From an optimization exercise on the open Yosys and OpenROAD flow, aimed at small area, a short achievable clock period and few clock cycles per item; shortcuts taken in it are not production practice. In this exercise RTL edits were held to simulation tests only and were not proved equivalent to the original. Power and IR drop assume default switching activity.

// Fib
module Fib
(
  input  clk,
  input  reset,
  input signed [32-1 : 0] fib_n,
  output signed [64-1 : 0] fib_return,
  output  fib_busy,
  input  fib_req
);
  wire [63:0] romv;
  wire r0866;
  wire r0867;
  wire r0868;
  wire r0869;
  wire r0870;
  wire r0871;
  wire r0872;
  wire r0873;
  wire r0874;
  wire r0875;
  wire r0876;
  wire r0877;
  wire r0878;
  wire r0879;
  wire r0880;
  wire r0881;
  wire r0882;
  wire r0883;
  wire r0884;
  wire r0885;
  wire r0886;
  wire r0887;
  wire r0888;
  wire r0889;
  wire r0890;
  wire r0891;
  wire r0892;
  wire r0893;
  wire r0894;
  wire r0895;
  wire r0896;
  wire r0897;
  wire r0898;
  wire r0899;
  wire r0900;
  wire r0901;
  wire r0902;
  wire r0903;
  wire r0904;
  wire r0905;
  wire r0906;
  wire r0907;
  wire r0908;
  wire r0909;
  wire r0910;
  wire r0911;
  wire r0912;
  wire r0913;
  wire r0914;
  wire r0915;
  wire r0916;
  wire r0917;
  wire r0918;
  wire r0919;
  wire r0920;
  wire r0921;
  wire r0922;
  wire r0923;
  wire r0924;
  wire r0925;
  wire r0926;
  wire r0927;
  wire r0928;
  wire r0929;
  wire r0930;
  wire r0931;
  wire r0932;
  wire r0933;
  wire r0934;
  ...
For scale: about 8400 um2 of cells after synthesis.
==> flow/config.mk <==
export PLATFORM = sky130hd
export DESIGN_NAME = Fib
export DESIGN_NICKNAME = Fib
export VERILOG_FILES = /design/flow/design.v
export SDC_FILE = /design/flow/constraint.sdc
export NUM_CORES = 4
export LEC_CHECK = 0
export ABC_AREA = 1
export CAP_MARGIN = 20
export CORE_MARGIN = 2
export CORE_UTILIZATION = 40
export PLACE_DENSITY = 0.85
export SETUP_SLACK_MARGIN = 2.5
export SLEW_MARGIN = 20
==> flow/constraint.sdc <==
create_clock -name core_clock -period 5.0 [get_ports {clk}]
set_input_delay 1.0000 -clock core_clock [delete_from_list [all_inputs] [get_ports {clk}]]
set_output_delay 1.0000 -clock core_clock [all_outputs]
set_load 0.01 [all_outputs]
standard.sh (not shown) runs the stock make flow with config.mk's settings and CLKGATE_MAP_FILE= SYNTH_SCRIPT=/design/flow/synth_recipe.tcl, a recipe that flattens the netlist after the stock synthesis.
==> flow/flow/run.sh <==
#!/bin/bash
set -euo pipefail
export BUFFER_PORTS_ARGS="-buffer_cell sky130_fd_sc_hd__buf_1"
export CTS_ARGS="-sink_clustering_enable -repair_clock_nets -buf_list sky130_fd_sc_hd__clkbuf_8 -dont_use_dummy_load -sink_clustering_size 10 -sink_clustering_max_diameter 40"
bash standard.sh > standard_flow.log 2>&1
Testbench counts at the start, summed over its fixed seeds: cycles 1,024, requests 1,024.
==> next run, changes <==
==> flow/flow/run.sh (replaced) <==
#!/bin/bash
set -euo pipefail
export BUFFER_PORTS_ARGS="-buffer_cell sky130_fd_sc_hd__buf_1"
export CTS_ARGS="-sink_clustering_enable -repair_clock_nets -dont_use_dummy_load"
bash standard.sh > standard_flow.log 2>&1
- SETUP_SLACK_MARGIN: 2.5 -> 2.4
Via count is lower by 0.74%. Die area stays the same. Routed wire length went down by 1.5%. Non-clock buffer count came out lower by 9.
==> next run, changes <==
==> flow/flow/run.sh (replaced) <==
#!/bin/bash
set -euo pipefail
export BUFFER_PORTS_ARGS="-buffer_cell sky130_fd_sc_hd__buf_1"
export CTS_ARGS="-sink_clustering_enable -repair_clock_nets -dont_use_dummy_load -buf_list {sky130_fd_sc_hd__clkbuf_8 sky130_fd_sc_hd__clkbuf_16}"
bash standard.sh > standard_flow.log 2>&1
- SETUP_SLACK_MARGIN: 2.4 -> 2.5
The changed run produced a clean layout; global-route usage went up by 0.35 points; count of clock-buffer cells in the layout stays the same; fmax went up by 4.0%; flip-flop and latch count stays the same; wire length went up by 1.2%; clock skew barely changes; area after synthesis does not change; total power went up by 0.44%; combinational power went up by about 3%; first-iteration DRC count went down by 6.0%; setup slack improved by 100 ps.
==> next run, changes <==
==> flow/flow/run.sh (replaced) <==
#!/bin/bash
set -euo pipefail
export BUFFER_PORTS_ARGS="-buffer_cell sky130_fd_sc_hd__buf_1"
export CTS_ARGS="-sink_clustering_enable -repair_clock_nets -dont_use_dummy_load"
bash standard.sh > standard_flow.log 2>&1
- SETUP_SLACK_MARGIN: 2.5 -> 2.7
Effect: The changed run completed with no timing, DRC or antenna violations. Cell count climbs by 0.64%. Non-clock buffer count went up by 8. Global-route usage fell by 0.67 points. Count of clock-buffer cells in the layout is unchanged.

---

Starting RTL as in the previous note.
==> flow/config.mk <==
export PLATFORM = sky130hd
export DESIGN_NAME = Fib
export DESIGN_NICKNAME = Fib
export VERILOG_FILES = /design/flow/design.v
export SDC_FILE = /design/flow/constraint.sdc
export NUM_CORES = 4
export LEC_CHECK = 0
export ABC_AREA = 1
export CAP_MARGIN = 20
export CORE_MARGIN = 2
export CORE_UTILIZATION = 40
export PLACE_DENSITY = 0.85
export SETUP_SLACK_MARGIN = 2.5
export SLEW_MARGIN = 20
==> flow/constraint.sdc <==
create_clock -name core_clock -period 5.0 [get_ports {clk}]
set_input_delay 1.0000 -clock core_clock [delete_from_list [all_inputs] [get_ports {clk}]]
set_output_delay 1.0000 -clock core_clock [all_outputs]
set_load 0.01 [all_outputs]
==> flow/flow/run.sh <==
#!/bin/bash
set -euo pipefail
export BUFFER_PORTS_ARGS="-buffer_cell sky130_fd_sc_hd__buf_1"
export CTS_ARGS="-sink_clustering_enable -repair_clock_nets -dont_use_dummy_load"
bash standard.sh > standard_flow.log 2>&1
Testbench counts at the start, summed over its fixed seeds: cycles 1,024, requests 1,024.
Next try:
==> flow/flow/run.sh (replaced) <==
#!/bin/bash
set -euo pipefail
export BUFFER_PORTS_ARGS="-buffer_cell sky130_fd_sc_hd__buf_1"
export CTS_ARGS="-sink_clustering_enable -repair_clock_nets -buf_list sky130_fd_sc_hd__clkbuf_8 -dont_use_dummy_load -sink_buffer_max_cap_derate 0.5"
bash standard.sh > standard_flow.log 2>&1
After rerunning:
- The changed run went through all stages and came out clean
- routed wire length went up by 0.31%
- utilization went down by 1.0 points
- die area does not change
- clock-buffer cell count does not change
- non-clock buffer count is unchanged
- area after synthesis is unchanged
Next try:
==> flow/flow/run.sh (replaced) <==
#!/bin/bash
set -euo pipefail
export BUFFER_PORTS_ARGS="-buffer_cell sky130_fd_sc_hd__buf_1"
export CTS_ARGS="-sink_clustering_enable -repair_clock_nets -dont_use_dummy_load"
bash standard.sh > standard_flow.log 2>&1
The changed run ran to the end with no violations.
Worst setup slack stays flat.
Sequential share of layout area goes down by 0.71 points.
Routed wire length went down by 0.31%.
Global-route usage rose by 0.11 points.
Count of clock-buffer cells in the layout does not change.
Utilization increases by 1.0 points.
Power goes up by 12%.
Clock power grows by 44%.
Area after synthesis stays the same.
Next try:
- SETUP_SLACK_MARGIN: 2.5 -> 2.6
What happened: Combinational power grows by 4.3%. Routed wire length falls by 1.1%. Worst setup slack improved by 0.088 ns. Clock-buffer cell count stays the same. Power went up by 0.38%. Sequential share of layout area shrinks by 0.75 points. Die area stays the same. Synthesized cell count does not change. Cell area rose by 2.3%.
Next try:
- SETUP_SLACK_MARGIN: 2.6 -> 2.9
Effect:
- The changed run finished clean
- total power grows by 4.4%
- synthesized cell count is unchanged
- clock-buffer cell count does not change
- register-to-register slack barely changes

## separate check: timing with driven ports
No port has a modelled driver above. Below, the same layouts with a new extraction and two added sets of constraints. Step 1 assumes that a clkbuf_16 drives the clock port and a buf_2 every other input. Step 2 moves the port delays by t, midway between the first and last clock arrival at a register: inputs arrive t later, outputs are due t later. That takes back most of the time a late clock gives input paths. a / b / c = no drivers / after step 1 / after step 2; a / b = the first two.
run | t (ns) | slack for setup (ns) | latest minus earliest clock arrival (ns) | worst register clock-pin slew, ns | pins driven straight from the clock port
the first run of note 1 | 0.494 | 2.444 / 2.464 / 1.970 | 0.052 / 0.052 | 0.13 / 0.13 | 1
the second run of note 1 | 0.470 | 2.342 / 2.366 / 1.897 | 0.042 / 0.043 | 0.09 / 0.09 | 1
the third run of note 1 | 0.470 | 2.444 / 2.456 / 1.987 | 0.036 / 0.037 | 0.09 / 0.09 | 1
the fourth run of note 1 | 0.467 | 2.635 / 2.622 / 2.155 | 0.042 / 0.041 | 0.09 / 0.09 | 1
the first run of note 2 | 0.470 | 2.444 / 2.456 / 1.987 | 0.036 / 0.037 | 0.09 / 0.09 | 1
the second run of note 2 | 0.494 | 2.444 / 2.464 / 1.970 | 0.052 / 0.052 | 0.13 / 0.13 | 1
the third run of note 2 | 0.470 | 2.444 / 2.456 / 1.987 | 0.036 / 0.037 | 0.09 / 0.09 | 1
the fourth run of note 2 | 0.469 | 2.532 / 2.555 / 2.086 | 0.040 / 0.040 | 0.09 / 0.09 | 1
the fifth run of note 2 | 0.463 | 2.705 / 2.591 / 2.129 | 0.034 / 0.033 | 0.08 / 0.08 | 1
After both steps setup and hold are still met in every run listed. For the fifth run of note 2, which loses most, drivers alone change the setup slack by -0.114 ns; drivers and shift together by -0.576 ns.
